From an optimization exercise on the open Yosys and OpenROAD flow, aimed at small area; shortcuts taken in it are not production practice.
The RTL was checked by simulation tests, not by an equivalence proof against the original design.
No driver is modelled on the clock port, so clock power and skew are understated where the tree is cut down; a real chip needs a root buffer or a tree.
Power figures rest on the tool's default switching activity, not on a simulated workload.

## amber
==> flow/design.v <==
`timescale 1ns / 1ps
module top(
    input clk,
    input btnC,
    input [0:2] sw,
    input btnU,
    output [6:0] seg,
    output [3:0] an,
    output [0:2] led
    );
    reg [2:0] x;
    reg [1:0] m, d;
    reg [5:0] c;
    reg q0, q1, q1d, b, pend;
    reg [3:0] O, T, H;
    wire xfb = x[2] ^ (x[1] | ~x[0]);
    wire x7 = x[2] & ~x[1] & ~x[0];                 
    wire pre = x[2] & ~x[1] & x[0];                 
    wire scantick = x7 & m[1] & m[0];
    wire slowtick = pre & c[0] & c[2] & ~c[3] & ~c[5];
    wire cfb = c[5] ^ ~(c[4] | (c[3] & c[1]));
    wire bn = q0 & ~q1d;
    wire press = slowtick & bn & ~b;
    wire w2 = sw[0], w1 = sw[1], w0 = sw[2];
    wire op_any = w2 ^ w1 ^ w0;
    wire op_q1 = (~w2 & ~w1 & ~w0) | (~w2 & ~w1 & w0) | (~w2 & w1 & ~w0) | (~w2 & w1 & w0) | (w2 & ~w1 & w0) | (w2 & w1 & ~w0);
    wire op_b = (~w2 & ~w1 & ~w0) | (~w2 & ~w1 & w0) | (~w2 & w1 & w0) | (w2 & ~w1 & ~w0) | (w2 & ~w1 & w0) | (w2 & w1 & ~w0);
    wire apply = scantick & pend;
    wire dec = apply & (({q1, b}) == 2'd0);
    reg [1:0] kk;
    always @(*) case ({q1, b})
        2'd3: kk = 2'd1;
        2'd2: kk = 2'd2;
        2'd1: kk = 2'd3;
        default: kk = 2'd0;
    endcase
    wire [1:0] k = kk & {2{apply}};
    wire [4:0] s = {1'b0, O} + {1'b0, dec, dec, dec | k[1], dec | k[0]};
    wire carryO = ~dec & s[3] & (s[2] | s[1]);     
    wire zeroDec = dec & ~s[4];                     
    wire ne = |(T ^ H);
    wire borrowO = zeroDec & ne;
    wire [3:0] On;
    assign On[3] = ~carryO & (zeroDec ? ne : s[3]);
    assign On[2] = ~carryO & ~zeroDec & s[2];
    assign On[1] = carryO ? s[2] : (~zeroDec & s[1]);
    assign On[0] = zeroDec ? ne : s[0];
    wire inc = carryO, dcr = borrowO;
    wire ci = (T[0] & T[3] & inc);
    wire bi = (~T[0] & ~T[1] & ~T[2] & ~T[3] & dcr);
    wire [3:0] Tn;
    assign Tn[0] = (~T[0] & inc) | (~T[0] & dcr) | (T[0] & ~inc & ~dcr);
    assign Tn[1] = (~T[0] & T[1] & ~dcr) | (T[0] & T[1] & ~inc) | (T[0] & ~T[1] & ~T[3] & inc) | (~T[0] & T[3] & dcr) | (~T[0] & ~T[1] & T[2] & dcr);
    assign Tn[2] = (T[2] & ~inc & ~dcr) | (~T[0] & T[2] & inc) | (T[1] & T[2] & dcr) | (T[0] & ~T[1] & T[2]) | (~T[0] & T[3] & dcr) | (T[0] & T[1] & ~T[2] & inc);
    assign Tn[3] = (~T[0] & T[3] & ~dcr) | (T[0] & T[3] & ~inc) | (T[0] & T[1] & T[2] & inc) | (~T[0] & ~T[1] & ~T[2] & ~T[3] & dcr);
    wire [3:0] Hn = H + {bi, bi, bi, ci | bi};
    always @(posedge clk or posedge btnU) begin
        if (btnU) begin
            x <= 3'b000;
            m <= 2'd2;
            d <= 2'd0;
            c <= 6'b001111;
            q0 <= 1'b0;
            q1 <= 1'b0;
            q1d <= 1'b0;
            b <= 1'b1;
            pend <= 1'b0;
            O <= 4'd0;
            T <= 4'd0;
            H <= 4'd0;
        end
        else begin
            x <= {x[1:0], xfb};
            m <= m + {1'b0, x7};
            d <= d + {1'b0, scantick};
            c <= {c[4:0], cfb};
            if (slowtick) begin
                q0 <= btnC;
                q1d <= q1;
                if (press) begin
                    q1 <= op_q1;
                    b <= op_b;
                    pend <= op_any;
                end
                else begin
                    q1 <= q0;
                    b <= bn;
                end
            end
            else if (scantick) begin
                q1 <= q1 | pend;
                b <= pend | (b & q1);
                pend <= 1'b0;
            end
            O <= On;
            T <= Tn;
            H <= Hn;
        end
    end
    wire valid = ~(~pend & ~q1 & b);
    wire [3:0] v = d[1] ? (d[0] ? 4'd0 : H) : (d[0] ? T : O);
    wire blank = d[1] & ~d[0] & H[3] & (H[2] | H[1]);
    wire [6:0] pat;
    assign pat[0] = ~v[3] & ~v[2] & ~v[1] & v[0] | v[2] & ~v[1] & ~v[0];
    assign pat[1] = v[2] & (v[1] ^ v[0]);
    assign pat[2] = ~v[2] & v[1] & ~v[0];
    assign pat[3] = ~v[2] & ~v[1] & v[0] | v[2] & ~v[1] & ~v[0] | v[2] & v[1] & v[0];
    assign pat[4] = v[0] | v[2] & ~v[1];
    assign pat[5] = ~v[3] & ~v[2] & v[0] | ~v[2] & v[1] | v[1] & v[0];
    assign pat[6] = ~v[3] & ~v[2] & ~v[1] | v[2] & v[1] & v[0];
    assign seg = {valid & (blank | pat[6]), {6{blank}} | pat[5:0]};
    assign an = {valid, valid, valid, 1'b1} & ~(4'b0001 << d);
    assign led = sw;
endmodule
clock: 10.0 ns
lec_check: 0
cap_margin: 20
core_margin: 2
core_utilization: 40
slew_margin: 20
standard.sh (not shown) runs the stock make flow with config.mk's settings and CLKGATE_MAP_FILE= SYNTH_SCRIPT=/design/flow/synth_recipe.tcl, a recipe that flattens the netlist after the stock synthesis.
==> flow/flow/run.sh <==
#!/bin/bash
# Own layout flow: the standard flow, with
#  - synthesis mapped for area: the best of 31 abc mappings (flow/abc_n1.script,
#    and deepsyn with 30 seeds before it),
#    with ripple-carry adders and no half/full-adder cells,
#  - the reset inverter as an inv_2 (flow/post_synth.tcl),
#  - port buffers of the smallest buffer cell,
#  - a smaller clock tree: four clkbuf_4 cells driven by the clock port
#    (CTS without dummy loads, then flow/post_cts.tcl drops its root buffer),
#  - placement that is not timing driven (the design has slack to spare).
# Each tool's output goes to a log file in the work folder.
set -euo pipefail
W=$PWD
R=$W/orfs/results/$FLOW_PLATFORM/top/base

bash standard.sh synth > std_synth.log 2>&1
cp $R/1_2_yosys.v std_1_2_yosys.v
grep -oE "sky130_fd_sc_hd__(df|sdf|edf)[a-z]+_[0-9]+ +[^ ]+" std_1_2_yosys.v \
  | sed -E 's/_[0-9]+ / /' | sort > std_regs.txt

# 2. the same flow with the area synthesis
sed -e "s#SYNTH_SCRIPT=[^ ]*#SYNTH_SCRIPT=$W/flow/my_synth.tcl ADDER_MAP_FILE=#" standard.sh > own.sh
rm -f $R/1_2_yosys.v $R/1_2_yosys.sdc $R/1_synth.odb $R/1_synth.sdc
# abc scripts: the plain area script, and deepsyn with 30 random seeds
mkdir -p $W/abc
cp $W/flow/abc_n1.script $W/abc/
for S in $(seq 1 30); do
  { echo strash; echo "&get -n"; echo "&deepsyn -J 20 -S $S"; echo "&put"
    tail -n +2 $W/flow/abc_n1.script; } > $W/abc/abc_j$S.script
done
export OWN_FLOW_DIR=$W/abc
export POST_SYNTH_TCL=$W/flow/post_synth.tcl
if ! bash own.sh synth > own_synth.log 2>&1; then
  # an abc script failed: map with the plain area script alone
  rm -f $R/1_2_yosys.v $R/1_2_yosys.sdc $R/1_synth.odb $R/1_synth.sdc
  OWN_ABC_GLOB=abc_n1.script bash own.sh synth > own_synth_fallback.log 2>&1
fi
grep -oE "sky130_fd_sc_hd__(df|sdf|edf)[a-z]+_[0-9]+ +[^ ]+" $R/1_2_yosys.v \
  | sed -E 's/_[0-9]+ / /' | sort > own_regs.txt
if ! cmp -s std_regs.txt own_regs.txt; then
  echo "registers differ from the standard synthesis" >&2
  exit 1
fi

# 3. the rest of the standard flow
export GPL_TIMING_DRIVEN=0
export PRE_GLOBAL_PLACE_TCL=$W/flow/pre_place.tcl
export BUFFER_PORTS_ARGS="-buffer_cell sky130_fd_sc_hd__buf_1"
export CTS_ARGS="-sink_clustering_enable -repair_clock_nets -dont_use_dummy_load -buf_list sky130_fd_sc_hd__clkbuf_4 -root_buf sky130_fd_sc_hd__clkbuf_4"
export POST_CTS_TCL=$W/flow/post_cts.tcl
bash own.sh finish > own_finish.log 2>&1
test -s out/final.def
Other scripts of this flow, unchanged in this note and not shown: flow/flow/abc_n1.script, flow/flow/my_synth.tcl, flow/flow/post_cts.tcl, flow/flow/post_synth.tcl, flow/flow/pre_place.tcl
amber finished end to end and its layout was clean on timing, DRC and antenna.
Edits applied to the flow inputs when going from amber to yarrow:
--- a/flow/design.v
+++ b/flow/design.v
@@ -22,20 +22,13 @@
     wire bn = q0 & ~q1d;
     wire press = slowtick & bn & ~b;
     wire w2 = sw[0], w1 = sw[1], w0 = sw[2];
     wire op_any = w2 ^ w1 ^ w0;
-    wire op_q1 = (~w2 & ~w1 & ~w0) | (~w2 & ~w1 & w0) | (~w2 & w1 & ~w0) | (~w2 & w1 & w0) | (w2 & ~w1 & w0) | (w2 & w1 & ~w0);
-    wire op_b = (~w2 & ~w1 & ~w0) | (~w2 & ~w1 & w0) | (~w2 & w1 & w0) | (w2 & ~w1 & ~w0) | (w2 & ~w1 & w0) | (w2 & w1 & ~w0);
+    wire op_q1 = ~(w0 & ~(w2 ^ w1));
+    wire op_b = ~(w1 & ~(w2 ^ w0));
     wire apply = scantick & pend;
-    wire dec = apply & (({q1, b}) == 2'd0);
-    reg [1:0] kk;
-    always @(*) case ({q1, b})
-        2'd3: kk = 2'd1;
-        2'd2: kk = 2'd2;
-        2'd1: kk = 2'd3;
-        default: kk = 2'd0;
-    endcase
-    wire [1:0] k = kk & {2{apply}};
+    wire dec = apply & ~q1 & ~b;
+    wire [1:0] k = {q1, b} & {2{apply}};
     wire [4:0] s = {1'b0, O} + {1'b0, dec, dec, dec | k[1], dec | k[0]};
     wire carryO = ~dec & s[3] & (s[2] | s[1]);     
     wire zeroDec = dec & ~s[4];                     
     wire ne = |(T ^ H);
==> comparison <==
- Changes observed in yarrow relative to amber: combinational group share of total power has increased; wire length on met2 has increased; vertical die dimension has increased; power dissipated by switching net loads has increased.
- The wire length after detailed routing of amber and that of yarrow are within noise of each other.
- yarrow against amber: design area went up; area of the die went up.

==> static timing again, ports no longer ideal <==
The flow's constraints put no driver on any port. The routed layouts listed below were extracted and timed again, unchanged, in two steps. Step 1 (the two cells are an assumption about what drives the block):
set clk [get_ports {clk}]
set_driving_cell -lib_cell sky130_fd_sc_hd__clkbuf_16 $clk
set_driving_cell -lib_cell sky130_fd_sc_hd__buf_2 [delete_from_list [all_inputs] $clk]
Step 2 adds t to the input delays and takes it off the output delays; t is the mean of the earliest and latest rising clock arrival at the registers after step 1. Input paths then give back, and output paths get back, about the clock's delay inside the block. a / b / c = ideal / step 1 / step 2; a / b = the first two.
run	shift t [ns]	setup WS [ns]	clock arrival spread, ns	cell pins on the clock port's net
amber	0.194	5.284 / 5.239 / 5.433	0.026 / 0.026	4
yarrow	0.186	5.279 / 5.239 / 5.425	0.022 / 0.022	4
After both steps setup and hold are still met in every run listed.
